Context: an optimization exercise on an open-source flow, tuned for small area and a short achievable clock period. The choices shown serve that exercise and are no tape-out recipe. No functional check of the RTL was part of any run shown here. Power and IR drop assume default switching activity.

==> flow/design.v <==
`timescale 1ns / 1ps
module radix3_fft(
    input clk,
    input rst,
    input in_valid,
    input [31:0] a_re,
    input [31:0] a_img,
    input [31:0] b_re,
    input [31:0] b_img,
    input [31:0] c_re,
    input [31:0] c_img,
    output out_valid,
    output [31:0] ao_re,
    output [31:0] ao_img,
    output [31:0] bo_re,
    output [31:0] bo_img,
    output [31:0] co_re,
    output [31:0] co_img
    );
parameter [5:0] R1 = 6'b011111;     
parameter [5:0] R2 = 6'b011111;     
parameter [3:0] RM = 4'b0111;       
parameter [5:0] R3 = 6'b011111;     
function integer cnt;
    input [31:0] x;
    integer i;
    begin
        cnt = 0;
        for (i = 0; i < 32; i = i + 1) cnt = cnt + x[i];
    end
endfunction
localparam L1 = cnt(R1);
localparam L2 = cnt(R2);
localparam LM = cnt(RM);
localparam L3 = cnt(R3);
localparam LMID = (L2 > LM) ? L2 : LM;
localparam LAT = L1 + LMID + L3;
reg [LAT-1:0] v;
always @(posedge clk) begin
    if (rst)
        v <= {LAT{1'b0}};
    else
        v <= {v[LAT-2:0], in_valid};
end
assign out_valid = v[LAT-1];
wire [31:0] s_re, s_img, d_re, d_img, a1_re, a1_img;
r3_pair #(.R(R1)) P1R (.clk(clk), .x(b_re),  .y(c_re),  .zp(s_re),  .zm(d_re));
r3_pair #(.R(R1)) P1I (.clk(clk), .x(b_img), .y(c_img), .zp(s_img), .zm(d_img));
r3_pipe #(.W(64), .N(L1)) DA (.clk(clk), .d({a_re, a_img}), .q({a1_re, a1_img}));
wire [31:0] ao2_re, ao2_img, p_re, p_img, m_re, m_img;
wire [31:0] ao3_re, ao3_img, p3_re, p3_img, m3_re, m3_img;
r3_st2 #(.R(R2)) S2R (.clk(clk), .a(a1_re),  .s(s_re),  .ao(ao2_re),  .p(p_re));
r3_st2 #(.R(R2)) S2I (.clk(clk), .a(a1_img), .s(s_img), .ao(ao2_img), .p(p_img));
r3_mul #(.R(RM)) MR (.clk(clk), .d(d_re),  .m(m_re));
r3_mul #(.R(RM)) MI (.clk(clk), .d(d_img), .m(m_img));
r3_pipe #(.W(128), .N(LMID - L2)) DP (.clk(clk), .d({ao2_re, ao2_img, p_re, p_img}),
                                      .q({ao3_re, ao3_img, p3_re, p3_img}));
r3_pipe #(.W(64), .N(LMID - LM)) DM (.clk(clk), .d({m_re, m_img}), .q({m3_re, m3_img}));
r3_pair #(.R(R3)) P3R (.clk(clk), .x(p3_re),  .y(m3_img), .zp(co_re),  .zm(bo_re));
r3_pair #(.R(R3)) P3I (.clk(clk), .x(p3_img), .y(m3_re),  .zp(bo_img), .zm(co_img));
r3_pipe #(.W(64), .N(L3)) DAO (.clk(clk), .d({ao3_re, ao3_img}), .q({ao_re, ao_img}));
endmodule
module r3_pipe #(parameter W = 32, parameter N = 1) (
    input clk,
    input [W-1:0] d,
    output [W-1:0] q
    );
generate
    if (N == 0) begin : g_wire
        assign q = d;
    end else begin : g_reg
        reg [W-1:0] r [0:N-1];
        integer i;
        always @(posedge clk) begin
            r[0] <= d;
            for (i = 1; i < N; i = i + 1) r[i] <= r[i-1];
        end
        assign q = r[N-1];
    end
endgenerate
endmodule
module r3_cut #(parameter W = 32, parameter EN = 1) (
    input clk,
    input [W-1:0] d,
    output [W-1:0] q
    );
generate
    if (EN) begin : g_reg
        reg [W-1:0] r;
        always @(posedge clk) r <= d;
        assign q = r;
    end else begin : g_wire
        assign q = d;
    end
endgenerate
endmodule
module r3_norm1 (
    input [23:0] z,
    output [23:0] n,
    output z16,
    output z8
    );
assign z16 = ~|z[23:8];
wire [23:0] n1 = z16 ? {z[7:0], 16'd0} : z;
assign z8 = ~|n1[23:16];
assign n = z8 ? {n1[15:0], 8'd0} : n1;
endmodule
module r3_norm2 (
    input [23:0] z,
    output [23:0] n,
    output [2:0] c
    );
wire z4 = ~|z[23:20];
wire [23:0] n3 = z4 ? {z[19:0], 4'd0} : z;
wire z2 = ~|n3[23:22];
wire [23:0] n4 = z2 ? {n3[21:0], 2'd0} : n3;
wire z1 = ~n4[23];
assign n = z1 ? {n4[22:0], 1'b0} : n4;
assign c = {z4, z2, z1};
endmodule
module r3_pair #(parameter [5:0] R = 0) (
    input clk,
    input [31:0] x,
    input [31:0] y,
    output [31:0] zp,
    output [31:0] zm
    );
wire [31:0] xi, yi;
r3_cut #(.W(64), .EN(R[5])) C5 (.clk(clk), .d({x, y}), .q({xi, yi}));
wire [7:0] xe = xi[30:23], ye = yi[30:23];
wire xbig = xi[30:0] >= yi[30:0];
wire [7:0] dxy = xe - ye;
wire [7:0] dyx = ye - xe;
wire zxy = (|dxy[7:5]) | (dxy[4] & dxy[3]);
wire zyx = (|dyx[7:5]) | (dyx[4] & dyx[3]);
wire [7:0] sh = xbig ? dxy : dyx;
wire shz = xbig ? zxy : zyx;
wire same_a = ~(xi[31] ^ yi[31]);
wire sgn_a = xi[31];
wire sgnd_a = xi[31] ^ ~xbig;
wire [22:0] xf_b, yf_b; wire [7:0] xe_b, ye_b; wire [4:0] sh_b;
wire xbig_b, shz_b, same_b, sgn_b, sgnd_b;
r3_cut #(.W(23+23+8+8+5+5), .EN(R[0])) C0 (.clk(clk),
    .d({xi[22:0], yi[22:0], xe, ye, sh[4:0], xbig, shz, same_a, sgn_a, sgnd_a}),
    .q({xf_b, yf_b, xe_b, ye_b, sh_b, xbig_b, shz_b, same_b, sgn_b, sgnd_b}));
wire [22:0] lf = xbig_b ? xf_b : yf_b;
wire [22:0] sf = xbig_b ? yf_b : xf_b;
wire [7:0] ea = xbig_b ? xe_b : ye_b;
wire [23:0] sm = shz_b ? 24'd0 : ({1'b1, sf} >> sh_b);
wire [22:0] lf_c; wire [23:0] sm_c; wire same_c, sgn_c, sgnd_c; wire [7:0] e_c;
r3_cut #(.W(23+24+3+8), .EN(R[1])) C1 (.clk(clk),
    .d({lf, sm, same_b, sgn_b, sgnd_b, ea}),
    .q({lf_c, sm_c, same_c, sgn_c, sgnd_c, e_c}));
wire [24:0] sum = {1'b1, lf_c} + sm_c;
wire [23:0] dif = {1'b1, lf_c} - sm_c;
wire [24:0] sum_d; wire [23:0] dif_d; wire same_d, sgn_d, sgnd_d; wire [7:0] e_d;
r3_cut #(.W(25+24+3+8), .EN(R[2])) C2 (.clk(clk),
    .d({sum, dif, same_c, sgn_c, sgnd_c, e_c}),
    .q({sum_d, dif_d, same_d, sgn_d, sgnd_d, e_d}));
wire [23:0] dn1; wire z16, z8;
r3_norm1 N1 (.z(dif_d), .n(dn1), .z16(z16), .z8(z8));
wire [31:0] rs = {sgn_d, e_d + {7'd0, sum_d[24]}, sum_d[24] ? sum_d[23:1] : sum_d[22:0]};
wire zero = z16 & z8;
wire [23:0] dn1_e; wire [31:0] rs_e; wire [7:0] e_e; wire z16_e, z8_e, zero_e, same_e, sgnd_e;
r3_cut #(.W(24+32+8+5), .EN(R[3])) C3 (.clk(clk),
    .d({dn1, rs, e_d, z16, z8, zero, same_d, sgnd_d}),
    .q({dn1_e, rs_e, e_e, z16_e, z8_e, zero_e, same_e, sgnd_e}));
wire [23:0] dn; wire [2:0] dc;
r3_norm2 N2 (.z(dn1_e), .n(dn), .c(dc));
wire [4:0] cnt = zero_e ? 5'd0 : {z16_e, z8_e, dc};
wire [31:0] rd = {sgnd_e, e_e - {3'd0, cnt}, dn[22:0]};
wire [31:0] zp_e = same_e ? rs_e : rd;
wire [31:0] zm_e = same_e ? rd : rs_e;
r3_cut #(.W(64), .EN(R[4])) C4 (.clk(clk), .d({zp_e, zm_e}), .q({zp, zm}));
endmodule
module r3_st2 #(parameter [5:0] R = 0) (
    input clk,
    input [31:0] a,
    input [31:0] s,
    output [31:0] ao,
    output [31:0] p
    );
wire [31:0] ai, si;
r3_cut #(.W(64), .EN(R[5])) C5 (.clk(clk), .d({a, s}), .q({ai, si}));
wire sa = ai[31];
wire same = ~(ai[31] ^ si[31]);
wire [7:0] ea = ai[30:23];
wire [7:0] es = si[30:23];
wire [7:0] es1 = es - 8'd1;
wire ge0 = ea >= es;
wire big0 = ai[30:0] >= si[30:0];
wire [7:0] d0 = ea - es;
wire [7:0] n0 = es - ea;
wire ge1 = ea >= es1;
wire big1 = {ea, ai[22:0]} >= {es1, si[22:0]};
wire [7:0] d1 = ea - es1;
wire [7:0] n1 = es1 - ea;
wire ageA = same ? ge0 : ge1;
wire [7:0] shA = same ? (ge0 ? d0 : n0) : (ge1 ? d1 : n1);
wire [7:0] eAo = same ? es : es1;
wire abig = same ? big1 : big0;
wire [7:0] shS = same ? (big1 ? d1 : n1) : (big0 ? d0 : n0);
wire [7:0] eSo = same ? es1 : es;
wire shzA = (|shA[7:5]) | (shA[4] & shA[3]);
wire shzS = (|shS[7:5]) | (shS[4] & shS[3]);
wire sgnd = sa ^ ~abig;
wire [22:0] af_b, sf_b; wire [7:0] ea_b, eAo_b, eSo_b; wire [4:0] shA_b, shS_b;
wire ageA_b, abig_b, shzA_b, shzS_b, same_b, sa_b, sgnd_b;
r3_cut #(.W(23+23+8+8+8+5+5+7), .EN(R[0])) C0 (.clk(clk),
    .d({ai[22:0], si[22:0], ea, eAo, eSo, shA[4:0], shS[4:0], ageA, abig, shzA, shzS, same, sa, sgnd}),
    .q({af_b, sf_b, ea_b, eAo_b, eSo_b, shA_b, shS_b, ageA_b, abig_b, shzA_b, shzS_b, same_b, sa_b, sgnd_b}));
wire [22:0] lfA = ageA_b ? af_b : sf_b;
wire [22:0] sfA = ageA_b ? sf_b : af_b;
wire [7:0] eA = ageA_b ? ea_b : eAo_b;
wire [22:0] lfS = abig_b ? af_b : sf_b;
wire [22:0] sfS = abig_b ? sf_b : af_b;
wire [7:0] eS = abig_b ? ea_b : eSo_b;
wire [23:0] smA = shzA_b ? 24'd0 : ({1'b1, sfA} >> shA_b);
wire [23:0] smS = shzS_b ? 24'd0 : ({1'b1, sfS} >> shS_b);
wire [22:0] lfA_c, lfS_c; wire [23:0] smA_c, smS_c; wire [7:0] eA_c, eS_c; wire same_c, sa_c, sgnd_c;
r3_cut #(.W(2*(23+24+8)+3), .EN(R[1])) C1 (.clk(clk),
    .d({lfA, smA, eA, lfS, smS, eS, same_b, sa_b, sgnd_b}),
    .q({lfA_c, smA_c, eA_c, lfS_c, smS_c, eS_c, same_c, sa_c, sgnd_c}));
wire [24:0] sum = {1'b1, lfA_c} + smA_c;
wire [23:0] dif = {1'b1, lfS_c} - smS_c;
wire [24:0] sum_d; wire [23:0] dif_d; wire [7:0] eA_d, eS_d; wire same_d, sa_d, sgnd_d;
r3_cut #(.W(25+24+8+8+3), .EN(R[2])) C2 (.clk(clk),
    .d({sum, dif, eA_c, eS_c, same_c, sa_c, sgnd_c}),
    .q({sum_d, dif_d, eA_d, eS_d, same_d, sa_d, sgnd_d}));
wire [23:0] dn1; wire z16, z8;
r3_norm1 N1 (.z(dif_d), .n(dn1), .z16(z16), .z8(z8));
wire [31:0] rs = {sa_d, eA_d + {7'd0, sum_d[24]}, sum_d[24] ? sum_d[23:1] : sum_d[22:0]};
wire zero = z16 & z8;
wire [23:0] dn1_e; wire [31:0] rs_e; wire [7:0] eS_e; wire z16_e, z8_e, zero_e, same_e, sgnd_e;
r3_cut #(.W(24+32+8+5), .EN(R[3])) C3 (.clk(clk),
    .d({dn1, rs, eS_d, z16, z8, zero, same_d, sgnd_d}),
    .q({dn1_e, rs_e, eS_e, z16_e, z8_e, zero_e, same_e, sgnd_e}));
wire [23:0] dn; wire [2:0] dc;
r3_norm2 N2 (.z(dn1_e), .n(dn), .c(dc));
wire [4:0] cnt = zero_e ? 5'd0 : {z16_e, z8_e, dc};
wire [31:0] rd = {sgnd_e, eS_e - {3'd0, cnt}, dn[22:0]};
wire [31:0] ao_e = same_e ? rs_e : rd;
wire [31:0] p_e = same_e ? rd : rs_e;
r3_cut #(.W(64), .EN(R[4])) C4 (.clk(clk), .d({ao_e, p_e}), .q({ao, p}));
endmodule
module r3_mul #(parameter [3:0] R = 0) (
    input clk,
    input [31:0] d,
    output [31:0] m
    );
wire [31:0] di;
r3_cut #(.W(32), .EN(R[3])) C3 (.clk(clk), .d(d), .q(di));
wire sd = di[31];
wire [7:0] e = di[30:23];
wire [23:0] mm = {1'b1, di[22:0]};
wire [24:0] t = {1'b0, mm} + {2'b0, mm[23:1]};
wire [23:0] u = mm - {4'd0, mm[23:4]};
wire [22:0] f_b; wire [24:0] t_b; wire [23:0] u_b; wire [7:0] e_b; wire sd_b;
r3_cut #(.W(23+25+24+8+1), .EN(R[0])) C0 (.clk(clk),
    .d({di[22:0], t, u, e, sd}), .q({f_b, t_b, u_b, e_b, sd_b}));
wire c1 = t_b[24];
wire u23 = u_b[23];
wire ez = (e_b == 8'd0);
wire byp1 = (e_b == 8'd1) | ((e_b == 8'd255) & c1);
wire byp2 = (e_b[7:1] == 7'd1) | (e_b[7:1] == 7'd2);    
wire byp = byp1 | byp2;
wire [23:0] s2 = u23 ? u_b : {u_b[22:0], 1'b0};
wire [23:0] s1 = byp2 ? {1'b1, f_b} :
                 byp1 ? s2 :
                 ez   ? {1'b1, f_b} :
                 c1   ? t_b[24:1] : t_b[23:0];
wire [23:0] s2k = byp ? 24'd0 :
                  ez  ? {1'd0, u_b[23:1]} :
                  c1  ? {3'd0, u_b[23:3]} : {2'd0, u_b[23:2]};
wire [7:0] e1 = byp2 ? e_b + 8'd250 :
                byp1 ? (e_b[1] ? 8'd252 : 8'd254) + {7'd0, u23} :
                ez   ? 8'd255 : e_b + {7'd0, c1};
wire sg = byp2 ? sd_b : ~sd_b;
wire [23:0] s1_c, s2k_c; wire [7:0] e1_c; wire sg_c;
r3_cut #(.W(24+24+8+1), .EN(R[1])) C1 (.clk(clk),
    .d({s1, s2k, e1, sg}), .q({s1_c, s2k_c, e1_c, sg_c}));
wire [24:0] h = {1'b0, s1_c} + {1'b0, s2k_c};
wire [31:0] m_e = {sg_c, e1_c + {7'd0, h[24]} - 8'd1, h[24] ? h[23:1] : h[22:0]};
r3_cut #(.W(32), .EN(R[2])) C2 (.clk(clk), .d(m_e), .q(m));
endmodule
==> flow/run.sh <==
#!/bin/bash
# synth_recipe.tcl (not shown) runs the flow's synth.tcl, then flattens the netlist and writes it again
# the make line also repeats each setting of config.mk as NAME=value (left out here)
make -C /OpenROAD-flow-scripts/flow DESIGN_CONFIG=/design/flow/config.mk WORK_HOME=/design/flow/orfs CLKGATE_MAP_FILE= SYNTH_SCRIPT=/design/flow/synth_recipe.tcl finish
==> flow/config.mk <==
export PLATFORM = sky130hd
export DESIGN_NAME = radix3_fft
export DESIGN_NICKNAME = radix3_fft
export VERILOG_FILES = /design/flow/design.v
export SDC_FILE = /design/flow/constraint.sdc
export NUM_CORES = 8
export LEC_CHECK = 0
export CAP_MARGIN = 20
export CORE_MARGIN = 2
export CORE_UTILIZATION = 40
export SETUP_SLACK_MARGIN = 2.5
export SLEW_MARGIN = 20
==> flow/constraint.sdc <==
create_clock -name core_clock -period 5.0 [get_ports {clk}]
set_input_delay 1.0000 -clock core_clock [delete_from_list [all_inputs] [get_ports {clk}]]
set_output_delay 1.0000 -clock core_clock [all_outputs]
set_load 0.01 [all_outputs]
==> qor.csv, run 1 <==
metric;value;unit
outcome;timing/DRC/antenna clean;
most common cell after layout, fill and taps aside;dfxtp_1;
area share of the largest cell type after synthesis;50.7;%
Clock power frac;20.1;%
GPL Wtd Cong;0.902;
initial DRC count;5766;
core area;315000;sq um
distinct cell type count after synthesis;93;
GRT Util Overall;20.6;%
ys async rst share;0;%
htree depth;5;
CP Capture Type;register;
register area share after synthesis;50.7;%
die footprint;322000;sq um
Switching Share;37.4;%
max incr delay on CP;0.36;ns
Finished Layout Cells;17300;
crit path cell chain;or2_4 -> buf_6 -> nor3_4 -> buf_12 -> a21oi_4 -> a211oi_4 -> nand2b_4 -> nor2_4 -> ha_4 -> fa_2 -> nor2b_1 -> o21ai_1 -> nand2b_1 -> a211o_1 -> xnor2_1 -> mux2_2;
initial antenna violation count;28;
EDFF count, synth;0;
DR pass1 iterations;8;
# Max-Cap Violations;0;
row cnt;206;
worst path required time;5.76;ns
Total Routed Length;349000;um
Synth Area per Inst;10.7;sq um
setup TNS;0;ns
vias in the first global route;88700;
Avg WL per Cell;20.2;um
Final Critical Period;3.38;ns
Worst Path Class, Setup;reg -> reg;
Tcrit/Tclk final;67.6;%
Rel. slew slack;24.0;%
nets;13800;
share of power burned in registers;34.5;%
detailed placer's ending HPWL;255000;um
via count;88400;
hold buffer count at CTS;0;
vias per std cell;5.12;
dominant synthesized flop cell;dfxtp_1;
final hold vios;0;
Die Y;567;um
RSZ-0062 raised after global routing;true;
combinational cell fraction of total power;45.4;%
Synthesized Nets;12800;
Max FO, Critical Path;5;
number of synthesized register bits;3211;
final slew viol count;0;
worst min path class;in -> reg;
antenna-violating nets left;0;
Skew-Pair Late Insertion Delay;0.94;ns
Static Leakage;68.6;nW
Highest Clock Rate;0.296;GHz
Clock Tree Root;clkbuf_16;
Synth area leaders;dfxtp_1 51%, ha_1 7.2%, mux2_2 6.9%, mux2i_1 4.3%, mux4_2 3.1%;
CP arrival;4.14;ns
Switch Pwr;48.8;mW
Worst R2R Start;S2I.C3.g_reg.r[67]$_DFF_P_;
Max IR drop VDD;0.338;mV
maximum clock path buffer count;4;
hold path startpoint;c_re[1];
# IOs;388;
most frequent cells in the layout;3,009 x dfxtp_1, 743 x nor2_1, 688 x inv_1;
Yosys top cell by area;dfxtp_1;
CTS tree;yes;
Setup crit start;S2I.C3.g_reg.r[67]$_DFF_P_;
Area Overhead vs Synth;27.5;%
Post-Syn Area;127000;sq um
layout cell share with drive strength beyond 1;29.9;%
first-pass GRT wire length;524000;um
Total Power;131;mW
Worst R2R Setup Slack;1.62;ns
internal power;81.7;mW
end point of the critical path;S2I.C4.g_reg.r[61]$_DFF_P_;
# DRC;0;
Die W;567;um
endpoints failing setup;0;
Startpoint Class;register;
clock transition at the registers of the reported paths;0.07;ns
final worst slack;1.62;ns
actual slew at the worst max-slew pin;1.14;ns
placed cell count;16000;
Min Hold Slack;0.228;ns
slowest CP cell;nor3_4;
clk sink count;3211;
R2R depth;16;
Mapped Cells;11800;
Setup Skew;0.0665;ns
total CTS buffers;335;
largest net degree at the start of global routing;87;
Initial Utilization;40.2;%
reg-to-reg endpoint;S2I.C4.g_reg.r[61]$_DFF_P_;
overflow left after global routing;0;
Yosys Warn Count;16;
PwrDens;807;nW/um^2
DP Worst Slack;0.918;ns
IO buf count;387;
==> repair_timing <==
| action | 4_1_cts | 5_1_grt |
|---|---|---|
| gates cloned | 23 | 10 |
| pin swaps | 482 | 499 |
| endpoints found under the setup margin | 957 | 649 |
| gates resized for setup | 1962 | 864 |
| setup buffers | 412 | 235 |
==> cell usage after synthesis (all sizes together), types with 80 or more instances <==
| cell | n |
|---|---|
| buf | 83 |
| xnor2 | 431 |
| o21ai | 399 |
| mux2i | 547 |
| clkbuf | 388 |
| nand2b | 112 |
| a31oi | 99 |
| mux4 | 172 |
| xor2 | 131 |
| nor2 | 812 |
| a21o | 166 |
| nand2 | 707 |
| nor2b | 212 |
| mux2 | 792 |
| a211oi | 140 |
| nor3 | 162 |
| ha | 726 |
| inv | 767 |
| nand3 | 164 |
| dfxtp | 3211 |
| a21oi | 591 |
| o22a | 80 |
==> how the worst min path moves through the flow <==
stage / endpoint / slack [ns] / depth (start not counted)
4_1_cts: P1I.C0.g_reg.r[41]$_DFF_P_ / 0.26 / 1
5_1_grt: P1I.C0.g_reg.r[45]$_DFF_P_ / 0.18 / 1
6_report: P1R.C0.g_reg.r[27]$_DFF_P_ / 0.23 / 1
2_1_floorplan: DA.g_reg.r[1][0]$_DFF_P_ / 0.31 / 0
3_5_place_dp: S2I.C3.g_reg.r[1]$_DFF_P_ / 0.31 / 0
3_3_place_gp: DM.g_reg.r[1][7]$_DFF_P_ / 0.31 / 0
==> registers in the layout (all words and copies together), names as in the netlist, 72 cells and up <==
name / count
DA.g_reg.r: 320
DAO.g_reg.r: 320
P1R.C0.g_reg.r: 72
P3I.C0.g_reg.r: 72
MR.C0.g_reg.r: 81
DM.g_reg.r: 128
S2I.C1.g_reg.r: 113
S2R.C1.g_reg.r: 113
P3R.C0.g_reg.r: 72
S2I.C0.g_reg.r: 87
MI.C0.g_reg.r: 81
S2R.C0.g_reg.r: 87
P1I.C0.g_reg.r: 72
==> stage by stage <==
| stage | instance area [sq um] | util [%] |
|---|---|---|
| 2_1_floorplan | 128000 | - |
| 3_3_place_gp | 136000 | 43.1 |
| 3_5_place_dp | 136000 | 43.1 |
| 4_1_cts | 156000 | 49.5 |
| 5_1_grt | 162000 | 51.3 |
| 6_report | 162000 | 51.3 |
==> cells by family (layout without fill, tap and decap cells) <==
| logic type | Yosys count | in the layout | share of synthesized area, % |
|---|---|---|---|
| flip-flops | 3211 | 3211 | 50.7 |
| AND/OR/NAND/NOR | 2521 | 2528 | 9.28 |
| AO/OA/AOI/OAI | 2000 | 2000 | 10.2 |
| multiplexers | 1511 | 1511 | 14.4 |
| buffers and inverters | 1246 | 2516 | 3.72 |
| adder cells (fa/ha/maj) | 766 | 766 | 7.79 |
| XOR/XNOR | 562 | 562 | 3.89 |
| other | 0 | 13 | 0 |
==> power groups by stage <==
stage,combinational (mW),sequential (mW),clock (mW)
2_1_floorplan,35.5,40.5,0
3_3_place_gp,46.1,45.1,0
3_5_place_dp,46.6,45.2,0
4_1_cts,53.6,45.0,26.8
5_1_grt,63.9,46.1,27.8
6_report,59.3,45.0,26.2
==> metal layers <==
layer	vias to the layer above	global-route usage [%]	share of wire (%)
met5	-	0	0.0072
met4	4	6.20	3.3
met3	622	2.57	4.3
met2	2299	35.5	48
met1	42500	26.7	44
li1	43000	-	-
==> worst max-delay path: cells and delay by family, from the launching register on <==
family | cells | cell delay (ns)
compound gates | 4 | 0.54
buf+inv | 2 | 0.29
mux | 1 | 0.26
fa+ha+maj | 2 | 0.53
simple gates | 6 | 1.16
xor+xnor | 1 | 0.07
flops | 1 | 0.35
==> layout make-up <==
type                    instances  area, sq um
diodes                         13         32.5
inverters                     775         2990
fillers                     27100       154000
repair buffers               1140        10500
clock buffers                 446         9450
clock inverters               155         2360
flip-flops and latches       3211        64700
well taps                    4160         5200
multi-input cells            7367        66500
==> run 2: changes to the inputs <==
--- a/flow/config.mk
+++ b/flow/config.mk
@@ -10,3 +10,3 @@
 export CORE_UTILIZATION = 40
-export SETUP_SLACK_MARGIN = 2.5
+export SETUP_SLACK_MARGIN = 1.5
 export SLEW_MARGIN = 20
==> qor.csv, run 2 <==
metric;value;unit;change
outcome;timing/DRC/antenna clean;;
vias in the first global route;83400;;-5.9%
Synth Area per Inst;10.7;sq um;unchanged
DP Worst Slack;0.790;ns;-0.129 ns
largest net degree at the start of global routing;87;;unchanged
Worst Path Class, Setup;reg -> reg;;
overflow left after global routing;0;;unchanged
Highest Clock Rate;0.288;GHz;-2.4%
number of synthesized register bits;3211;;unchanged
Total Routed Length;307000;um;-12%
Rel. slew slack;27.1;%;+3.1 points
antenna-violating nets left;0;;unchanged
final hold vios;0;;unchanged
reg-to-reg endpoint;MI.C2.g_reg.r[30]$_DFF_P_;;
Regs by FF count;DA.g_reg.r: 320 flops, DAO.g_reg.r: 320 flops, DM.g_reg.r: 128 flops;;
worst min path class;reg -> reg;;
Clock power frac;22.2;%;+2.1 points
maximum clock path buffer count;4;;unchanged
Startpoint Class;register;;
hold depth;0;;-1
worst path required time;5.82;ns;+0.06 ns
Worst R2R Start;MI.C1.g_reg.r[33]$_DFF_P_;;
clock transition at the registers of the reported paths;0.06;ns;about the same
initial DRC count;5258;;-8.8%
most common cell in the synthesized netlist;dfxtp_1;;
PwrDens;793;nW/um^2;-1.7%
hold buffer count at CTS;0;;unchanged
dominant synthesized flop cell;dfxtp_1;;
share of power burned in registers;37.5;%;+3.0 points
Synthesized Nets;12800;;unchanged
die footprint;322000;sq um;unchanged
Switching Share;36.9;%;-0.48 points
Die W;567;um;unchanged
row cnt;206;;unchanged
Final Critical Period;3.47;ns;+0.0847 ns
actual slew at the worst max-slew pin;1.09;ns;-0.0458 ns
vias per std cell;5.01;;-2.1%
hold path startpoint;S2R.C4.g_reg.r[42]$_DFF_P_;;
Avg WL per Cell;18.5;um;-8.5%
setup TNS;0;ns;unchanged
via count;83400;;-5.7%
Synth area leaders;dfxtp_1 51%, ha_1 7.2%, mux2_2 6.9%, mux2i_1 4.3%, mux4_2 3.1%;;
most frequent cells in the layout;3,178 x dfxtp_1, 807 x nor2_1, 780 x mux2_2;;
WHS Endpoint;DAO.g_reg.r[0][42]$_DFF_P_;;
endpoints failing setup;0;;unchanged
htree depth;5;;unchanged
GR peak layer;met2;;
Yosys Warn Count;16;;unchanged
# DRC;0;;unchanged
# IOs;388;;unchanged
Tcrit/Tclk final;69.3;%;+1.7 points
sequential cell area;64300;sq um;-0.55%
Mapped Cells;11800;;unchanged
combinational cell fraction of total power;40.3;%;-5.1 points
CP arrival;4.28;ns;+0.14 ns
grt met1 use;25.3;%;-1.3 points
GRT Util Overall;18.4;%;-2.1 points
fillcell total;28500;;+5.0%
Die Y;567;um;unchanged
GRT met2 Usage;29.8;%;-5.7 points
Max FO, Critical Path;3;;-2
Switch Pwr;43.3;mW;-11%
Clock Tree Root;clkbuf_16;;
total CTS buffers;333;;-0.60%
Static Leakage;63.0;nW;-8.1%
GPL Wtd Cong;0.929;;+2.9%
detailed placer's ending HPWL;237000;um;-7.2%
multi-input logic area;58500;sq um;-12%
Setup Skew;0.0462;ns;-0.0203 ns
nets;13200;;-4.5%
Area Overhead vs Synth;16.5;%;
CP Capture Type;register;;
final slew viol count;0;;unchanged
CTS tree;yes;;
first-pass GRT wire length;478000;um;-8.8%
# Max-Cap Violations;0;;unchanged
internal power;73.9;mW;-9.5%
Global Route met3 Usage;2.49;%;-0.085 points
final worst slack;1.53;ns;-0.0847 ns
area share of the largest cell type after synthesis;50.7;%;unchanged
EDFF count, synth;0;;unchanged
clk sink count;3211;;unchanged
RSZ-0062 raised after global routing;true;;
Post-Syn Area;127000;sq um;unchanged
R2R depth;17;;+1
most common cell after layout, fill and taps aside;dfxtp_1;;
core area;315000;sq um;unchanged
Max IR drop VDD;0.374;mV;+11%
Yosys top cell by area;dfxtp_1;;
synth cell count leaders;3,211 x dfxtp_1, 811 x nor2_1, 780 x mux2_2;;
initial antenna violation count;16;;-43%
Worst R2R Setup Slack;1.53;ns;-0.08 ns
Skew-Pair Late Insertion Delay;0.91;ns;-0.03 ns
ys async rst share;0;%;unchanged
distinct cell type count after synthesis;93;;unchanged
layout cell share with drive strength beyond 1;14.9;%;-15 points
register area share after synthesis;50.7;%;unchanged
DR pass1 iterations;6;;-2
IO buf count;387;;unchanged
Initial Utilization;40.2;%;unchanged
run 2: logic make-up after synthesis:
group,after synthesis,synth area share (%)
AOI/OAI and AO/OA,2000,10.2
DFF,3211,50.7
adders and majority gates,766,7.79
muxes,1511,14.4
xor gates and xnor gates,562,3.89
buffers and inverters,1246,3.72
and+or+nand+nor,2521,9.28
run 2: through the flow:
step	instance area (sq um)	power [mW]	hold slack [ns]	std cells	utilization, %
4_1_cts	147000	117	0.291	16600	46.6
5_1_grt	148000	125	0.295	16600	46.9
2_1_floorplan	127000	74.6	0.310	11800	-
3_5_place_dp	135000	90.4	0.312	16000	42.8
6_report	148000	117	0.301	16600	46.9
3_3_place_gp	135000	89.9	0.310	16000	42.8
run 2: critical path: stages, from the launching register on:
cell and delay [ns]:
dfxtp_2 0.33, ha_4 0.16, fa_2 0.33, a21o_1 0.18
a21oi_2 0.19, a21oi_2 0.10, o21ai_2 0.19, o2111a_2 0.29
o31ai_4 0.07, and2_4 0.18, o21a_1 0.20, buf_12 0.14
clkinv_8 0.04, ha_4 0.12, nand2_2 0.05, or4_4 0.51
nor3_4 0.13, xor2_1 0.17
run 2: worst max path at each step:
stage	start	end	slack [ns]
finish	MI.C1.g_reg.r[33]$_DFF_P_	MI.C2.g_reg.r[30]$_DFF_P_	1.53
detailed placement	b_re[0]	P1R.C0.g_reg.r[9]$_DFF_P_	0.79
global route	MI.C1.g_reg.r[33]$_DFF_P_	MI.C2.g_reg.r[30]$_DFF_P_	1.41
floorplan	P1I.C4.g_reg.r[56]$_DFF_P_	S2I.C0.g_reg.r[3]$_DFF_P_	1.47
global placement	b_re[0]	P1R.C0.g_reg.r[9]$_DFF_P_	0.78
CTS	MR.C1.g_reg.r[9]$_SDFF_PP0_	MR.C2.g_reg.r[30]$_DFF_P_	1.44
run 2: final cells by class:
| cell class | count | share of cell area, % |
|---|---|---|
| Tap cell | 4160 | 3.52 |
| Antenna cell | 4 | 0.00678 |
| Clock buffer | 449 | 6.40 |
| Timing Repair Buffer | 521 | 3.35 |
| Inverter | 775 | 1.98 |
| Sequential cell | 3211 | 43.6 |
| Multi-Input combinational cell | 7362 | 39.6 |
| Clock inverter | 152 | 1.57 |
run 2: power by group through the flow:
| stage | Clock, mW | Combinational (mW) | Sequential (mW) |
|---|---|---|---|
| after floorplan | 0 | 34.2 | 40.4 |
| after global placement | 0 | 45.6 | 44.3 |
| after detailed placement | 0 | 45.8 | 44.6 |
| after CTS | 26.7 | 46.5 | 44.1 |
| after global routing | 27.7 | 51.8 | 45.2 |
| final | 26.0 | 47.3 | 43.9 |
run 2: per-layer routing:
| metal | wire length [um] | part of all wire [%] |
|---|---|---|
| met3 | 13200 | 4.3 |
| met1 | 147000 | 48 |
| met5 | 25 | 0.0081 |
| met4 | 8840 | 2.9 |
| met2 | 138000 | 45 |
run 2: what timing repair did:
action                     4_1_cts  5_1_grt
setup endpoints to repair       46       69
gates resized for setup         47      111
setup buffers                   15       31
gates cloned                     1        4
pin swaps                       17       47
==> run 3: changes to the inputs <==
--- a/flow/design.v
+++ b/flow/design.v
@@ -140,10 +140,10 @@
 wire sgnd_a = xi[31] ^ ~xbig;
-wire [22:0] xf_b, yf_b; wire [7:0] xe_b, ye_b; wire [4:0] sh_b;
+wire [7:0] emax = xbig ? xe : ye;
+wire [22:0] xf_b, yf_b; wire [7:0] ea; wire [4:0] sh_b;
 wire xbig_b, shz_b, same_b, sgn_b, sgnd_b;
-r3_cut #(.W(23+23+8+8+5+5), .EN(R[0])) C0 (.clk(clk),
-    .d({xi[22:0], yi[22:0], xe, ye, sh[4:0], xbig, shz, same_a, sgn_a, sgnd_a}),
-    .q({xf_b, yf_b, xe_b, ye_b, sh_b, xbig_b, shz_b, same_b, sgn_b, sgnd_b}));
+r3_cut #(.W(23+23+8+5+5), .EN(R[0])) C0 (.clk(clk),
+    .d({xi[22:0], yi[22:0], emax, sh[4:0], xbig, shz, same_a, sgn_a, sgnd_a}),
+    .q({xf_b, yf_b, ea, sh_b, xbig_b, shz_b, same_b, sgn_b, sgnd_b}));
 wire [22:0] lf = xbig_b ? xf_b : yf_b;
 wire [22:0] sf = xbig_b ? yf_b : xf_b;
-wire [7:0] ea = xbig_b ? xe_b : ye_b;
 wire [23:0] sm = shz_b ? 24'd0 : ({1'b1, sf} >> sh_b);
@@ -163,10 +163,10 @@
 wire zero = z16 & z8;
-wire [23:0] dn1_e; wire [31:0] rs_e; wire [7:0] e_e; wire z16_e, z8_e, zero_e, same_e, sgnd_e;
-r3_cut #(.W(24+32+8+5), .EN(R[3])) C3 (.clk(clk),
-    .d({dn1, rs, e_d, z16, z8, zero, same_d, sgnd_d}),
-    .q({dn1_e, rs_e, e_e, z16_e, z8_e, zero_e, same_e, sgnd_e}));
+wire [7:0] e16 = e_d - {3'd0, (zero ? 2'd0 : {z16, z8}), 3'd0};
+wire [23:0] dn1_e; wire [31:0] rs_e; wire [7:0] e_e; wire zero_e, same_e, sgnd_e;
+r3_cut #(.W(24+32+8+3), .EN(R[3])) C3 (.clk(clk),
+    .d({dn1, rs, e16, zero, same_d, sgnd_d}),
+    .q({dn1_e, rs_e, e_e, zero_e, same_e, sgnd_e}));
 wire [23:0] dn; wire [2:0] dc;
 r3_norm2 N2 (.z(dn1_e), .n(dn), .c(dc));
-wire [4:0] cnt = zero_e ? 5'd0 : {z16_e, z8_e, dc};
-wire [31:0] rd = {sgnd_e, e_e - {3'd0, cnt}, dn[22:0]};
+wire [31:0] rd = {sgnd_e, e_e - {5'd0, (zero_e ? 3'd0 : dc)}, dn[22:0]};
 wire [31:0] zp_e = same_e ? rs_e : rd;
@@ -203,16 +203,20 @@
 wire [7:0] eSo = same ? es1 : es;
-wire shzA = (|shA[7:5]) | (shA[4] & shA[3]);
-wire shzS = (|shS[7:5]) | (shS[4] & shS[3]);
+wire zd0 = (|d0[7:5]) | (d0[4] & d0[3]);
+wire zn0 = (|n0[7:5]) | (n0[4] & n0[3]);
+wire zd1 = (|d1[7:5]) | (d1[4] & d1[3]);
+wire zn1 = (|n1[7:5]) | (n1[4] & n1[3]);
+wire shzA = same ? (ge0 ? zd0 : zn0) : (ge1 ? zd1 : zn1);
+wire shzS = same ? (big1 ? zd1 : zn1) : (big0 ? zd0 : zn0);
 wire sgnd = sa ^ ~abig;
-wire [22:0] af_b, sf_b; wire [7:0] ea_b, eAo_b, eSo_b; wire [4:0] shA_b, shS_b;
+wire [7:0] eAm = ageA ? ea : eAo;
+wire [7:0] eSm = abig ? ea : eSo;
+wire [22:0] af_b, sf_b; wire [7:0] eA, eS; wire [4:0] shA_b, shS_b;
 wire ageA_b, abig_b, shzA_b, shzS_b, same_b, sa_b, sgnd_b;
-r3_cut #(.W(23+23+8+8+8+5+5+7), .EN(R[0])) C0 (.clk(clk),
-    .d({ai[22:0], si[22:0], ea, eAo, eSo, shA[4:0], shS[4:0], ageA, abig, shzA, shzS, same, sa, sgnd}),
-    .q({af_b, sf_b, ea_b, eAo_b, eSo_b, shA_b, shS_b, ageA_b, abig_b, shzA_b, shzS_b, same_b, sa_b, sgnd_b}));
+r3_cut #(.W(23+23+8+8+5+5+7), .EN(R[0])) C0 (.clk(clk),
+    .d({ai[22:0], si[22:0], eAm, eSm, shA[4:0], shS[4:0], ageA, abig, shzA, shzS, same, sa, sgnd}),
+    .q({af_b, sf_b, eA, eS, shA_b, shS_b, ageA_b, abig_b, shzA_b, shzS_b, same_b, sa_b, sgnd_b}));
 wire [22:0] lfA = ageA_b ? af_b : sf_b;
 wire [22:0] sfA = ageA_b ? sf_b : af_b;
-wire [7:0] eA = ageA_b ? ea_b : eAo_b;
 wire [22:0] lfS = abig_b ? af_b : sf_b;
 wire [22:0] sfS = abig_b ? sf_b : af_b;
-wire [7:0] eS = abig_b ? ea_b : eSo_b;
 wire [23:0] smA = shzA_b ? 24'd0 : ({1'b1, sfA} >> shA_b);
@@ -233,10 +237,10 @@
 wire zero = z16 & z8;
-wire [23:0] dn1_e; wire [31:0] rs_e; wire [7:0] eS_e; wire z16_e, z8_e, zero_e, same_e, sgnd_e;
-r3_cut #(.W(24+32+8+5), .EN(R[3])) C3 (.clk(clk),
-    .d({dn1, rs, eS_d, z16, z8, zero, same_d, sgnd_d}),
-    .q({dn1_e, rs_e, eS_e, z16_e, z8_e, zero_e, same_e, sgnd_e}));
+wire [7:0] e16 = eS_d - {3'd0, (zero ? 2'd0 : {z16, z8}), 3'd0};
+wire [23:0] dn1_e; wire [31:0] rs_e; wire [7:0] eS_e; wire zero_e, same_e, sgnd_e;
+r3_cut #(.W(24+32+8+3), .EN(R[3])) C3 (.clk(clk),
+    .d({dn1, rs, e16, zero, same_d, sgnd_d}),
+    .q({dn1_e, rs_e, eS_e, zero_e, same_e, sgnd_e}));
 wire [23:0] dn; wire [2:0] dc;
 r3_norm2 N2 (.z(dn1_e), .n(dn), .c(dc));
-wire [4:0] cnt = zero_e ? 5'd0 : {z16_e, z8_e, dc};
-wire [31:0] rd = {sgnd_e, eS_e - {3'd0, cnt}, dn[22:0]};
+wire [31:0] rd = {sgnd_e, eS_e - {5'd0, (zero_e ? 3'd0 : dc)}, dn[22:0]};
 wire [31:0] ao_e = same_e ? rs_e : rd;
@@ -278,7 +282,8 @@
 wire sg = byp2 ? sd_b : ~sd_b;
-wire [23:0] s1_c, s2k_c; wire [7:0] e1_c; wire sg_c;
-r3_cut #(.W(24+24+8+1), .EN(R[1])) C1 (.clk(clk),
-    .d({s1, s2k, e1, sg}), .q({s1_c, s2k_c, e1_c, sg_c}));
+wire [7:0] e0 = e1 - 8'd1;
+wire [23:0] s1_c, s2k_c; wire [7:0] e1_c, e0_c; wire sg_c;
+r3_cut #(.W(24+24+8+8+1), .EN(R[1])) C1 (.clk(clk),
+    .d({s1, s2k, e1, e0, sg}), .q({s1_c, s2k_c, e1_c, e0_c, sg_c}));
 wire [24:0] h = {1'b0, s1_c} + {1'b0, s2k_c};
-wire [31:0] m_e = {sg_c, e1_c + {7'd0, h[24]} - 8'd1, h[24] ? h[23:1] : h[22:0]};
+wire [31:0] m_e = {sg_c, h[24] ? e1_c : e0_c, h[24] ? h[23:1] : h[22:0]};
 r3_cut #(.W(32), .EN(R[2])) C2 (.clk(clk), .d(m_e), .q(m));
==> qor.csv, run 3 <==
metric;value;unit;change
outcome;timing/DRC/antenna clean;;
Yosys Warn Count;15;;-1
most frequent cells in the layout;3,142 x dfxtp_1, 825 x nor2_1, 816 x inv_1;;
overflow left after global routing;0;;unchanged
Setup Skew;0.0549;ns;+0.00873 ns
Final Critical Period;3.37;ns;-0.0964 ns
Skew-Pair Late Insertion Delay;0.90;ns;about the same
EDFF count, synth;0;;unchanged
# Max-Cap Violations;0;;unchanged
Regs by FF count;DA.g_reg.r: 320 flops, DAO.g_reg.r: 320 flops, DM.g_reg.r: 128 flops;;
most common cell after layout, fill and taps aside;dfxtp_1;;
distinct cell type count after synthesis;102;;+9.7%
Total Power;115;mW;-1.7%
row cnt;207;;+0.49%
synth cell count leaders;3,167 x dfxtp_1, 830 x nor2_1, 816 x inv_1;;
die footprint;324000;sq um;+0.65%
PwrDens;780;nW/um^2;-1.6%
most common cell in the synthesized netlist;dfxtp_1;;
combinational cell fraction of total power;40.0;%;-0.3 points
IO buf count;387;;unchanged
clock transition at the registers of the reported paths;0.06;ns;about the same
Max IR drop VDD;0.337;mV;-10%
Worst Path Class, Setup;reg -> reg;;
Max FO, Critical Path;5;;+2
maximum clock path buffer count;4;;unchanged
setup TNS;0;ns;unchanged
initial DRC count;4811;;-8.5%
Static Leakage;63.2;nW;+0.33%
register area share after synthesis;49.7;%;-1.0 points
Highest Clock Rate;0.297;GHz;+2.9%
clk sink count;3167;;-1.4%
ys async rst share;0;%;unchanged
vias per std cell;4.94;;-1.4%
GPL Wtd Cong;0.884;;-4.8%
CP arrival;4.12;ns;-0.16 ns
htree depth;5;;unchanged
via count;82800;;-0.71%
number of synthesized register bits;3167;;-1.4%
DR pass1 iterations;6;;unchanged
dominant synthesized flop cell;dfxtp_1;;
core area;318000;sq um;+0.81%
largest net degree at the start of global routing;89;;+2.3%
Die W;569;um;+0.32%
CP Capture Type;register;;
endpoints failing setup;0;;unchanged
vias in the first global route;80300;;-3.8%
Synthesized Nets;12900;;+1.1%
GRT Util Overall;18.0;%;-0.42 points
Die Y;569;um;+0.32%
final hold vios;0;;unchanged
Clock power frac;21.9;%;-0.3 points
Mapped Cells;12000;;+1.2%
post-route cell area;148000;sq um;about the same
initial antenna violation count;23;;+7
Rel. slew slack;24.9;%;-2.2 points
antenna-violating nets left;0;;unchanged
CTS tree;yes;;
actual slew at the worst max-slew pin;1.12;ns;+0.0327 ns
# IOs;388;;unchanged
Tcrit/Tclk final;67.4;%;-1.9 points
RSZ-0062 raised after global routing;true;;
worst min path class;reg -> reg;;
first-pass GRT wire length;466000;um;-2.5%
Clock Tree Root;clkbuf_16;;
Initial Utilization;40.2;%;-0.064 points
Synth area leaders;dfxtp_1 50%, mux2_2 7.1%, ha_1 7.1%, mux2i_1 4.7%, mux4_2 3.1%;;
hold buffer count at CTS;0;;unchanged
layout cell share with drive strength beyond 1;14.3;%;-0.58 points
# DRC;0;;unchanged
Switching Share;36.6;%;-0.36 points
Startpoint Class;register;;
Switch Pwr;42.2;mW;-2.6%
nets;13300;;+0.77%
internal power;73.1;mW;-1.1%
detailed placer's ending HPWL;230000;um;-2.7%
multi-input logic area;59700;sq um;+2.0%
sequential cell area;63400;sq um;-1.4%
Total Routed Length;300000;um;-2.3%
Synth Area per Inst;10.7;sq um;-0.49%
final slew viol count;0;;unchanged
worst path required time;5.75;ns;-0.07 ns
Yosys top cell by area;dfxtp_1;;
Area Overhead vs Synth;15.7;%;
share of power burned in registers;38.1;%;+0.6 points
total CTS buffers;327;;-1.8%
fillcell total;29400;;+3.2%
Area after DPL;136000;sq um;+0.60%
area share of the largest cell type after synthesis;49.7;%;-1.0 points
Avg WL per Cell;17.9;um;-3.0%
Post-Syn Area;128000;sq um;+0.65%
-- run 3: cell count changes in the layout (fill, tap and decap cells not counted), moves of 36 or more --
cell / before / now
o21ai_0: 343 / 416
a31oi_1: 98 / 50
inv_1: 756 / 816
nand2_1: 705 / 579
a21oi_1: 576 / 667
o21ai_1: 47 / 11
a22oi_1: 61 / 17
mux2i_1: 545 / 597
dfxtp_1: 3178 / 3142
-- run 3: final cells by class --
class	instances	share of cell area (%)
inverter	819	2.08
multi-input combinational	7492	40.4
sequential	3167	43.0
clock buffer	455	6.36
clock inverter	140	1.34
timing repair buffer	498	3.27
tap	4180	3.54
antenna	8	0.0136
-- run 3: logic make-up (layout without fill, tap and decap cells) --
family	count (synthesis)	in the layout	synth area share [%]
buffers and inverters	1294	1912	3.89
AOI/OAI and AO/OA	2138	2138	10.8
and+or+nand+nor	2447	2447	9.14
muxes	1579	1579	14.9
other	0	8	0
adders and majority gates	766	766	7.78
DFF	3167	3167	49.7
xor gates and xnor gates	562	562	3.86
-- run 3: through the flow --
| step | hold WS (ns) | util [%] | setup WS [ns] | instances |
|---|---|---|---|---|
| 2_1_floorplan | 0.310 | - | 1.62 | 12000 |
| 3_3_place_gp | 0.310 | 42.7 | 0.451 | 16100 |
| 3_5_place_dp | 0.312 | 42.7 | 0.400 | 16100 |
| 4_1_cts | 0.303 | 46.3 | 1.36 | 16700 |
| 5_1_grt | 0.305 | 46.5 | 1.46 | 16800 |
| 6_report | 0.308 | 46.5 | 1.63 | 16800 |
-- run 3: what timing repair did --
item,4_1_cts,5_1_grt
pin swaps,3,11
buffers inserted,11,13
endpoints found under the setup margin,77,147
gates cloned,0,1
gates resized for setup,24,68
-- run 3: critical path, cell delays in order (launching register included) --
cell and delay [ns]:
dfxtp_1 0.33, inv_1 0.04, ha_1 0.30, a21o_1 0.18
a21o_1 0.17, a211o_1 0.28, a211oi_1 0.59, o31ai_1 0.39
a211oi_4 0.32, buf_6 0.16, mux2_2 0.33, nand2_1 0.06
o21ai_0 0.07
-- run 3: path summary, 6_finish.rpt --
kind,depth (start not counted),start,slack [ns],endpoint
setup / recovery,12,P1R.C4.g_reg.r[44]$_DFF_P_,1.63,S2R.C0.g_reg.r[10]$_DFF_P_
hold / removal,0,DAO.g_reg.r[3][36]$_DFF_P_,0.31,DAO.g_reg.r[4][36]$_DFF_P_
setup reg to reg,12,P1R.C4.g_reg.r[44]$_DFF_P_,1.63,S2R.C0.g_reg.r[10]$_DFF_P_
hold reg to reg,0,DAO.g_reg.r[3][36]$_DFF_P_,0.31,DAO.g_reg.r[4][36]$_DFF_P_
-- run 3: power groups by stage --
stage	Combinational (mW)	Clock, mW	Sequential (mW)
after CTS	45.7	25.9	44.0
after floorplan	35.0	0	40.1
final	46.1	25.2	43.9
after global placement	45.2	0	44.4
after global routing	51.1	26.9	45.1
after detailed placement	45.2	0	44.5
-- run 3: routing by layer --
layer / global-route usage (%) / up-vias / part of all wire [%]
met2: 27.9 / 1795 / 43
met4: 5.87 / 6 / 3.3
met5: 0 / - / 0.014
li1: - / 42300 / -
met1: 25.5 / 38200 / 49
met3: 2.75 / 476 / 4.4
==> run 4: changes to the inputs <==
--- a/flow/config.mk
+++ b/flow/config.mk
@@ -7,2 +7,3 @@
 export LEC_CHECK = 0
+export ABC_AREA = 1
 export CAP_MARGIN = 20
==> qor.csv, run 4 <==
metric;value;unit;change
Area Overhead vs Synth;14.7;%;
most frequent cells in the layout;3,602 x nand2_1, 3,156 x dfxtp_1, 1,888 x o21ai_0;;
post-route cell area;148000;sq um;+0.43%
ys async rst share;0;%;unchanged
PwrDens;801;nW/um^2;+2.6%
Setup Skew;0.0797;ns;+0.0247 ns
CP Capture Type;register;;
CP arrival;4.10;ns;-0.02 ns
Die Y;572;um;+0.62%
slowest CP cell;o21ai_2;;
clock transition at the registers of the reported paths;0.06;ns;about the same
row cnt;208;;+0.48%
Util after Layout;46.1;%;-0.32 points
Synth Area per Inst;8.18;sq um;-23%
Total Routed Length;326000;um;+8.7%
Max IR drop VDD;0.434;mV;+29%
nets;17000;;+28%
detailed placer's ending HPWL;256000;um;+11%
Max FO, Critical Path;23;;+18
DR pass1 iterations;6;;unchanged
worst min path class;reg -> reg;;
most common cell after layout, fill and taps aside;nand2_1;;
Worst Path Class, Setup;reg -> reg;;
setup TNS;0;ns;unchanged
Post-Syn Area;129000;sq um;+1.3%
Crit path buffers/inverters;2;;unchanged
Synthesized Nets;16800;;+30%
Avg WL per Cell;15.8;um;-12%
max incr delay on CP;0.41;ns;-0.18 ns
layout cell share with drive strength beyond 1;5.82;%;-8.5 points
hold buffer count at CTS;0;;unchanged
crit path cell chain;inv_2 -> nand4_2 -> o21ai_2 -> nor2_4 -> a21oi_4 -> inv_2 -> nor2_1 -> ha_1 -> nor2_1 -> a211oi_1 -> nand3b_1 -> xnor2_1 -> nand2_1 -> o21ai_0;;
Tcrit/Tclk final;67.4;%;about the same
RSZ-0062 raised after global routing;true;;
GPL Wtd Cong;0.946;;+7.0%
Synth area leaders;dfxtp_1 49%, nand2_1 10%, o21ai_0 7.4%, ha_1 7.0%, inv_1 5.0%;;
number of synthesized register bits;3167;;unchanged
# Max-Cap Violations;0;;unchanged
area share of the largest cell type after synthesis;49.1;%;-0.61 points
total CTS buffers;332;;+1.5%
endpoints failing setup;0;;unchanged
Die W;572;um;+0.62%
distinct cell type count after synthesis;70;;-31%
antenna-violating nets left;0;;unchanged
core area;321000;sq um;+1.1%
Clock Tree Root;clkbuf_16;;
clk sink count;3167;;unchanged
final hold vios;0;;unchanged
worst path required time;5.73;ns;-0.02 ns
# DRC;0;;unchanged
Skew-Pair Late Insertion Delay;0.94;ns;+0.04 ns
EDFF count, synth;0;;unchanged
Total Power;119;mW;+3.1%
initial DRC count;6769;;+41%
synth cell count leaders;3,602 x nand2_1, 3,167 x dfxtp_1, 1,898 x o21ai_0;;
Yosys Warn Count;15;;unchanged
vias per std cell;4.76;;-3.6%
Yosys top cell by area;dfxtp_1;;
via count;98000;;+18%
first-pass GRT wire length;508000;um;+9.1%
Initial Utilization;40.2;%;+0.045 points
maximum clock path buffer count;4;;unchanged
Regs by FF count;DA.g_reg.r: 320 flops, DAO.g_reg.r: 320 flops, DM.g_reg.r: 128 flops;;
Startpoint Class;register;;
most common cell in the synthesized netlist;nand2_1;;
Rel. slew slack;16.2;%;-8.7 points
register area share after synthesis;49.1;%;-0.61 points
Highest Clock Rate;0.297;GHz;about the same
IO buf count;387;;unchanged
Final Critical Period;3.37;ns;+0.00128 ns
die footprint;328000;sq um;+1.2%
largest net degree at the start of global routing;93;;+4.5%
vias in the first global route;91400;;+14%
Min Hold Slack;0.282;ns;-0.0260 ns
Top delay family on crit path;compound AO/OA/AOI/OAI gates;;
Area after DPL;136000;sq um;+0.60%
final slew viol count;0;;unchanged
Static Leakage;68.4;nW;+8.1%
Mapped Cells;15800;;+32%
dominant synthesized flop cell;dfxtp_1;;
htree depth;5;;unchanged
actual slew at the worst max-slew pin;1.24;ns;+0.118 ns
outcome;timing/DRC/antenna clean;;
CTS tree;yes;;
overflow left after global routing;0;;unchanged
# IOs;388;;unchanged
initial antenna violation count;26;;+13%
GRT Util Overall;19.3;%;+1.3 points
-- run 4: cell families after synthesis --
group	after synthesis	synth area share, %
AOI/OAI and AO/OA	3366	14.0
xor gates and xnor gates	560	3.80
adders and majority gates	766	7.68
buffers and inverters	2348	7.10
DFF	3167	49.1
muxes	134	1.04
and+or+nand+nor	5454	17.3
-- run 4: power by group --
part,switching [mW],internal (mW)
clock network,10.4,15.1
registers,6.66,36.3
logic,32.3,18.1
total,49.3,69.5
-- run 4: metal layers --
metal / track usage, % / part of all wire, % / vias to the layer above
li1: - / - / 51400
met1: 27.9 / 49 / 43800
met2: 29.7 / 42 / 2346
met5: 0 / 0.049 / -
met4: 6.02 / 3.1 / 26
met3: 2.60 / 5.1 / 508
-- run 4: cell type report --
cell class	instances	area (sq um)
Antenna cell	18	45.0
Clock buffer	444	9250
Clock inverter	153	2230
Fill cell	31400	173000
Inverter	1760	6630
Multi-Input combinational cell	10300	56900
Sequential cell	3167	63400
Tap cell	4305	5390
Timing Repair Buffer	455	4400
Timing Repair inverter	1	5.00
-- run 4: worst register-to-register path: stages, from the launching register on --
cell and delay, ns:
dfxtp_1 0.31, inv_2 0.07, nand4_2 0.17, o21ai_2 0.41, nor2_4 0.17, a21oi_4 0.34, inv_2 0.22, nor2_1 0.14
ha_1 0.20, nor2_1 0.06, a211oi_1 0.29, nand3b_1 0.18, xnor2_1 0.24, nand2_1 0.07, o21ai_0 0.32
-- run 4: path summary, 6_finish.rpt --
kind | cells after the start | slack [ns] | endpoint | startpoint
setup reg to reg | 14 | 1.63 | P1R.C4.g_reg.r[60]$_DFF_P_ | P1R.C3.g_reg.r[65]$_DFF_P_
setup / recovery | 14 | 1.63 | P1R.C4.g_reg.r[60]$_DFF_P_ | P1R.C3.g_reg.r[65]$_DFF_P_
hold / removal | 0 | 0.28 | S2R.C1.g_reg.r[62]$_DFF_P_ | S2R.C0.g_reg.r[29]$_DFF_P_
hold reg to reg | 0 | 0.28 | S2R.C1.g_reg.r[62]$_DFF_P_ | S2R.C0.g_reg.r[29]$_DFF_P_
-- run 4: per-stage QoR --
stage,setup WS [ns],cells
6_report,1.63,20600
2_1_floorplan,2.27,15800
4_1_cts,1.48,20600
3_3_place_gp,1.04,20000
3_5_place_dp,1.06,20000
5_1_grt,1.33,20600
-- run 4: repair_timing --
item,CTS,global route
pin swaps,1,9
setup endpoints to repair,35,84
gates cloned,0,10
buffers inserted,0,6
resized for setup,10,43
==> run 5: changes to the inputs <==
--- a/flow/config.mk
+++ b/flow/config.mk
@@ -7,6 +7,5 @@
 export LEC_CHECK = 0
-export ABC_AREA = 1
 export CAP_MARGIN = 20
 export CORE_MARGIN = 2
-export CORE_UTILIZATION = 40
+export CORE_UTILIZATION = 60
 export SETUP_SLACK_MARGIN = 1.5
==> qor.csv, run 5 <==
metric;value;unit;change
outcome;timing/DRC/antenna clean;;
endpoints failing setup;0;;unchanged
Clock Tree Root;clkbuf_16;;
Area Overhead vs Synth;14.1;%;
Tcrit/Tclk final;67.9;%;+0.43 points
actual slew at the worst max-slew pin;1.12;ns;-0.123 ns
overflow left after global routing;0;;unchanged
Util after Layout;68.7;%;+23 points
Initial Utilization;60.2;%;+20 points
register area share after synthesis;49.7;%;+0.61 points
# IOs;388;;unchanged
detailed placer's ending HPWL;231000;um;-9.7%
Synthesized Nets;12900;;-23%
Worst Path Class, Setup;reg -> reg;;
Skew-Pair Late Insertion Delay;0.96;ns;+0.02 ns
Rel. slew slack;25.2;%;+9.0 points
dominant synthesized flop cell;dfxtp_1;;
share of power burned in registers;38.0;%;+1.8 points
vias in the first global route;84900;;-7.1%
Static Leakage;63.1;nW;-7.7%
htree depth;5;;unchanged
most common cell in the synthesized netlist;dfxtp_1;;
hold buffer count at CTS;0;;unchanged
Yosys Warn Count;15;;unchanged
Final Critical Period;3.39;ns;+0.0217 ns
largest net degree at the start of global routing;89;;-4.3%
Regs by FF count;DA.g_reg.r: 320 flops, DAO.g_reg.r: 320 flops, DM.g_reg.r: 128 flops;;
combinational cell fraction of total power;40.5;%;-1.9 points
CP Capture Type;register;;
via count;86000;;-12%
maximum clock path buffer count;4;;unchanged
most frequent cells in the layout;3,133 x dfxtp_1, 823 x nor2_1, 815 x inv_1;;
initial DRC count;5781;;-15%
worst min path class;reg -> reg;;
die footprint;216000;sq um;-34%
first-pass GRT wire length;474000;um;-6.8%
final slew viol count;0;;unchanged
Die W;465;um;-19%
internal power;73.0;mW;+5.1%
IO buf count;387;;unchanged
antenna-violating nets left;0;;unchanged
Switch Pwr;42.7;mW;-13%
Total Power;116;mW;-2.5%
PwrDens;795;nW/um^2;-0.75%
number of synthesized register bits;3167;;unchanged
Yosys top cell by area;dfxtp_1;;
final hold vios;0;;unchanged
Clock power frac;21.4;%;about the same
worst path required time;5.85;ns;+0.12 ns
Avg WL per Cell;19.8;um;+25%
most common cell after layout, fill and taps aside;dfxtp_1;;
Setup Skew;0.0459;ns;-0.0338 ns
Max IR drop VDD;0.542;mV;+25%
row cnt;169;;-19%
Synth area leaders;dfxtp_1 50%, mux2_2 7.1%, ha_1 7.1%, mux2i_1 4.7%, mux4_2 3.1%;;
Startpoint Class;register;;
CTS tree;yes;;
# Max-Cap Violations;0;;unchanged
clock transition at the registers of the reported paths;0.06;ns;about the same
synth cell count leaders;3,167 x dfxtp_1, 830 x nor2_1, 816 x inv_1;;
Highest Clock Rate;0.295;GHz;-0.64%
Max FO, Critical Path;14;;-39%
Total Routed Length;304000;um;-6.9%
vias per std cell;5.60;;+18%
# DRC;0;;unchanged
ys async rst share;0;%;unchanged
Die Y;465;um;-19%
area share of the largest cell type after synthesis;49.7;%;+0.61 points
DR pass1 iterations;8;;+2
Mapped Cells;12000;;-24%
CP arrival;4.24;ns;+0.14 ns
GRT Util Overall;27.3;%;+8.0 points
total CTS buffers;325;;-2.1%
initial antenna violation count;34;;+31%
RSZ-0062 raised after global routing;true;;
GPL Wtd Cong;0.941;;-0.57%
Synth Area per Inst;10.7;sq um;+31%
Switching Share;36.9;%;-4.6 points
distinct cell type count after synthesis;102;;+46%
layout cell share with drive strength beyond 1;14.4;%;+8.6 points
setup TNS;0;ns;unchanged
Post-Syn Area;128000;sq um;-1.2%
EDFF count, synth;0;;unchanged
clk sink count;3167;;unchanged
core area;212000;sq um;-34%
nets;13200;;-22%
[run 5: cell type report]
cell class	count	area, sq um
Antenna cell	10	25.0
Clock buffer	434	9240
Clock inverter	142	1860
Fill cell	16000	66300
Inverter	819	3070
Multi-Input combinational cell	7493	59800
Sequential cell	3167	63500
Tap cell	2821	3530
Timing Repair Buffer	481	4670
[run 5: path summary, 6_finish.rpt]
kind                              start                    endpoint  slack [ns]  cells after the start
min          DAO.g_reg.r[1][50]$_DFF_P_  DAO.g_reg.r[2][50]$_DFF_P_        0.30                      0
max reg2reg  S2R.C3.g_reg.r[66]$_DFF_P_  S2R.C4.g_reg.r[62]$_DFF_P_        1.61                     11
max          S2R.C3.g_reg.r[66]$_DFF_P_  S2R.C4.g_reg.r[62]$_DFF_P_        1.61                     11
min reg2reg  DAO.g_reg.r[1][50]$_DFF_P_  DAO.g_reg.r[2][50]$_DFF_P_        0.30                      0
[run 5: per-stage QoR]
stage	setup slack (ns)	cell area (sq um)	std cells	hold WS (ns)
floorplan	1.62	128000	12000	0.310
global placement	0.605	134000	14800	0.309
detailed placement	0.528	134000	14800	0.312
CTS	1.50	145000	15300	0.296
global route	1.44	146000	15400	0.295
finish	1.61	146000	15400	0.299
[run 5: cell families (layout without fill, tap and decap cells)]
family	after synthesis	count (layout)	synth area share (%)
adder cells (fa/ha/maj)	766	766	7.78
buffers and inverters	1294	1876	3.89
other	0	10	0
XOR/XNOR	562	562	3.86
AO/OA/AOI/OAI	2138	2139	10.8
flip-flops	3167	3167	49.7
AND/OR/NAND/NOR	2447	2447	9.14
multiplexers	1579	1579	14.9
[run 5: worst max-delay path: stages (launching register included)]
cell and delay (ns):
dfxtp_1 0.35, nor2_2 0.51, nand2_2 0.33, o21ai_2 0.25, or2_2 0.19, ha_1 0.24, a21oi_1 0.13, o21bai_1 0.11
or3_1 0.37, or3_1 0.37, xnor2_1 0.17, mux2_2 0.29
[run 5: power groups by stage]
stage / Clock (mW) / Sequential [mW] / Combinational [mW]
floorplan: 0 / 40.1 / 35.0
global placement: 0 / 44.2 / 44.8
detailed placement: 0 / 44.5 / 45.5
CTS: 25.2 / 44.1 / 46.1
global route: 26.3 / 45.2 / 51.4
finish: 24.8 / 44.0 / 46.9
[run 5: what timing repair did]
action | in CTS | in global routing
pin swaps | 2 | 10
setup endpoints to repair | 82 | 137
hold endpoints to repair | 0 | 0
gates cloned | 0 | 2
gates resized for setup | 32 | 77
setup buffers | 7 | 10
[run 5: routing by layer]
metal | wire length (um) | GRT usage (%) | vias up
met5 | 63 | 0 | -
met1 | 140000 | 37.7 | 40800
met3 | 16300 | 3.90 | 514
met4 | 9210 | 8.91 | 10
met2 | 138000 | 44.3 | 2471
li1 | - | - | 42200
==> run 6: changes to the inputs <==
--- a/flow/config.mk
+++ b/flow/config.mk
@@ -10,3 +10,4 @@
 export CORE_UTILIZATION = 60
-export SETUP_SLACK_MARGIN = 1.5
+export PLACE_DENSITY = 0.75
+export SETUP_SLACK_MARGIN = 1.7
 export SLEW_MARGIN = 20
==> qor.csv, run 6 <==
metric;value;unit;change
outcome;timing/DRC/antenna clean;;
Die W;465;um;unchanged
endpoints failing setup;0;;unchanged
Clock Tree Root;clkbuf_16;;
post-route cell area;146000;sq um;+0.35%
maximum clock path buffer count;4;;unchanged
most common cell in the synthesized netlist;dfxtp_1;;
ys async rst share;0;%;unchanged
Worst Path Class, Setup;reg -> reg;;
# Max-Cap Violations;0;;unchanged
Area after DPL;134000;sq um;about the same
hold buffer count at CTS;0;;unchanged
register area share after synthesis;49.7;%;unchanged
Highest Clock Rate;0.296;GHz;+0.34%
number of synthesized register bits;3167;;unchanged
Skew-Pair Late Insertion Delay;0.94;ns;-0.02 ns
Initial Utilization;60.2;%;unchanged
Synthesized Nets;12900;;unchanged
worst min path class;reg -> reg;;
CP arrival;4.19;ns;-0.05 ns
Final Critical Period;3.38;ns;-0.0116 ns
PwrDens;793;nW/um^2;-0.29%
Avg WL per Cell;20.0;um;+1.3%
largest net degree at the start of global routing;89;;unchanged
overflow left after global routing;0;;unchanged
Tcrit/Tclk final;67.6;%;-0.23 points
Area Overhead vs Synth;14.5;%;
htree depth;5;;unchanged
Regs by FF count;DA.g_reg.r: 320 flops, DAO.g_reg.r: 320 flops, DM.g_reg.r: 128 flops;;
CTS tree;yes;;
GRT Util Overall;27.5;%;+0.18 points
initial antenna violation count;30;;-12%
synth cell count leaders;3,167 x dfxtp_1, 830 x nor2_1, 816 x inv_1;;
Max FO, Critical Path;6;;-8
EDFF count, synth;0;;unchanged
GR peak layer;met2;;
RSZ-0062 raised after global routing;true;;
Total Routed Length;308000;um;+1.4%
# IOs;388;;unchanged
detailed placer's ending HPWL;236000;um;+2.2%
CP Capture Type;register;;
total CTS buffers;320;;-1.5%
via count;86500;;+0.58%
antenna-violating nets left;0;;unchanged
GPL Wtd Cong;0.950;;+1.0%
# DRC;0;;unchanged
IO buf count;387;;unchanged
Die Y;465;um;unchanged
fillcell total;15700;;-1.7%
Max IR drop VDD;0.500;mV;-7.7%
dominant synthesized flop cell;dfxtp_1;;
Post-Syn Area;128000;sq um;unchanged
final worst slack;1.62;ns;+0.0116 ns
Util after Layout;69.0;%;+0.24 points
Synth area leaders;dfxtp_1 50%, mux2_2 7.1%, ha_1 7.1%, mux2i_1 4.7%, mux4_2 3.1%;;
GRT met2 Usage;45.3;%;+1.0 points
placed cell count;14800;;+0.047%
Global Route met3 Usage;3.99;%;+0.083 points
initial DRC count;6072;;+5.0%
DP Worst Slack;0.567;ns;+0.0396 ns
row cnt;169;;unchanged
first-pass GRT wire length;476000;um;+0.44%
Static Leakage;63.2;nW;+0.13%
layout cell share with drive strength beyond 1;15.0;%;+0.63 points
most frequent cells in the layout;3,127 x dfxtp_1, 817 x nor2_1, 813 x inv_1;;
vias in the first global route;85000;;+0.10%
vias per std cell;5.62;;+0.43%
clock transition at the registers of the reported paths;0.06;ns;about the same
area share of the largest cell type after synthesis;49.7;%;unchanged
Rel. slew slack;23.4;%;-1.8 points
Mapped Cells;12000;;unchanged
most common cell after layout, fill and taps aside;dfxtp_1;;
Setup Skew;0.0363;ns;-0.00957 ns
final hold vios;0;;unchanged
distinct cell type count after synthesis;102;;unchanged
DR pass1 iterations;8;;unchanged
worst path required time;5.80;ns;-0.05 ns
clk sink count;3167;;unchanged
Finished Layout Cells;15400;;+0.15%
actual slew at the worst max-slew pin;1.15;ns;+0.0288 ns
die footprint;216000;sq um;unchanged
Total Power;116;mW;about the same
Min Hold Slack;0.291;ns;-0.00813 ns
nets;13300;;+0.29%
core area;212000;sq um;unchanged
final slew viol count;0;;unchanged
setup TNS;0;ns;unchanged
Yosys top cell by area;dfxtp_1;;
Startpoint Class;register;;
Synth Area per Inst;10.7;sq um;unchanged
Yosys Warn Count;15;;unchanged
grt met1 use;36.5;%;-1.2 points
-- run 6: changes by cell type in the layout (fill, tap and decap cells not counted), sizes merged --
cell / previous run / this run
a41o: 6 / 8
buf: 93 / 132
bufinv: 39 / 31
clkbuf: 435 / 421
clkinv: 62 / 63
clkinvlp: 20 / 24
diode: 10 / 11
inv: 840 / 838
-- run 6: final timing paths --
kind                              start                          to  slack (ns)  cells past startpoint
max          P1R.C4.g_reg.r[59]$_DFF_P_  S2R.C0.g_reg.r[18]$_DFF_P_        1.62                     13
min          DAO.g_reg.r[3][54]$_DFF_P_  DAO.g_reg.r[4][54]$_DFF_P_        0.29                      0
max reg2reg  P1R.C4.g_reg.r[59]$_DFF_P_  S2R.C0.g_reg.r[18]$_DFF_P_        1.62                     13
min reg2reg  DAO.g_reg.r[3][54]$_DFF_P_  DAO.g_reg.r[4][54]$_DFF_P_        0.29                      0
-- run 6: power breakdown --
part	internal, mW	switching (mW)	total [mW]
logic	22.5	25.1	47.6
registers	35.9	8.50	44.4
clock network	14.2	9.66	23.9
-- run 6: per-layer routing --
metal	part of all wire [%]	routed length (um)
met4	4.0	12400
met2	46	142000
met5	0.017	53
met3	5.5	16900
met1	44	137000
-- run 6: final cells by class --
type	instances	area [sq um]	area share (%)
Antenna cell	11	27.5	0.0188
Timing Repair Buffer	522	5130	3.51
Tap cell	2821	3530	2.42
Clock buffer	418	8900	6.09
Multi-Input combinational cell	7495	60300	41.2
Clock inverter	137	1740	1.19
Inverter	819	3070	2.10
Sequential cell	3167	63500	43.4
-- run 6: cells by family after synthesis --
group / synth area share [%]
DFF: 49.7
and+or+nand+nor: 9.14
AOI/OAI and AO/OA: 10.8
muxes: 14.9
buffers and inverters: 3.89
adders and majority gates: 7.78
xor gates and xnor gates: 3.86
-- run 6: timing repair --
item | 4_1_cts | 5_1_grt
resized for setup | 102 | 142
endpoints found under the setup margin | 167 | 183
buffers inserted | 15 | 32
pin swaps | 11 | 30
gates cloned | 4 | 5
-- run 6: worst max-delay path: stages, from the launching register on --
cell and delay, ns:
dfxtp_4 0.36, or3_4 0.41, or2_4 0.27, or3_4 0.41, xnor2_4 0.15, ha_4 0.29, nand4_1 0.19, a21oi_2 0.22
a211oi_4 0.07, buf_12 0.17, buf_12 0.12, mux2i_4 0.28, clkbuf_16 0.21, o21ai_0 0.08
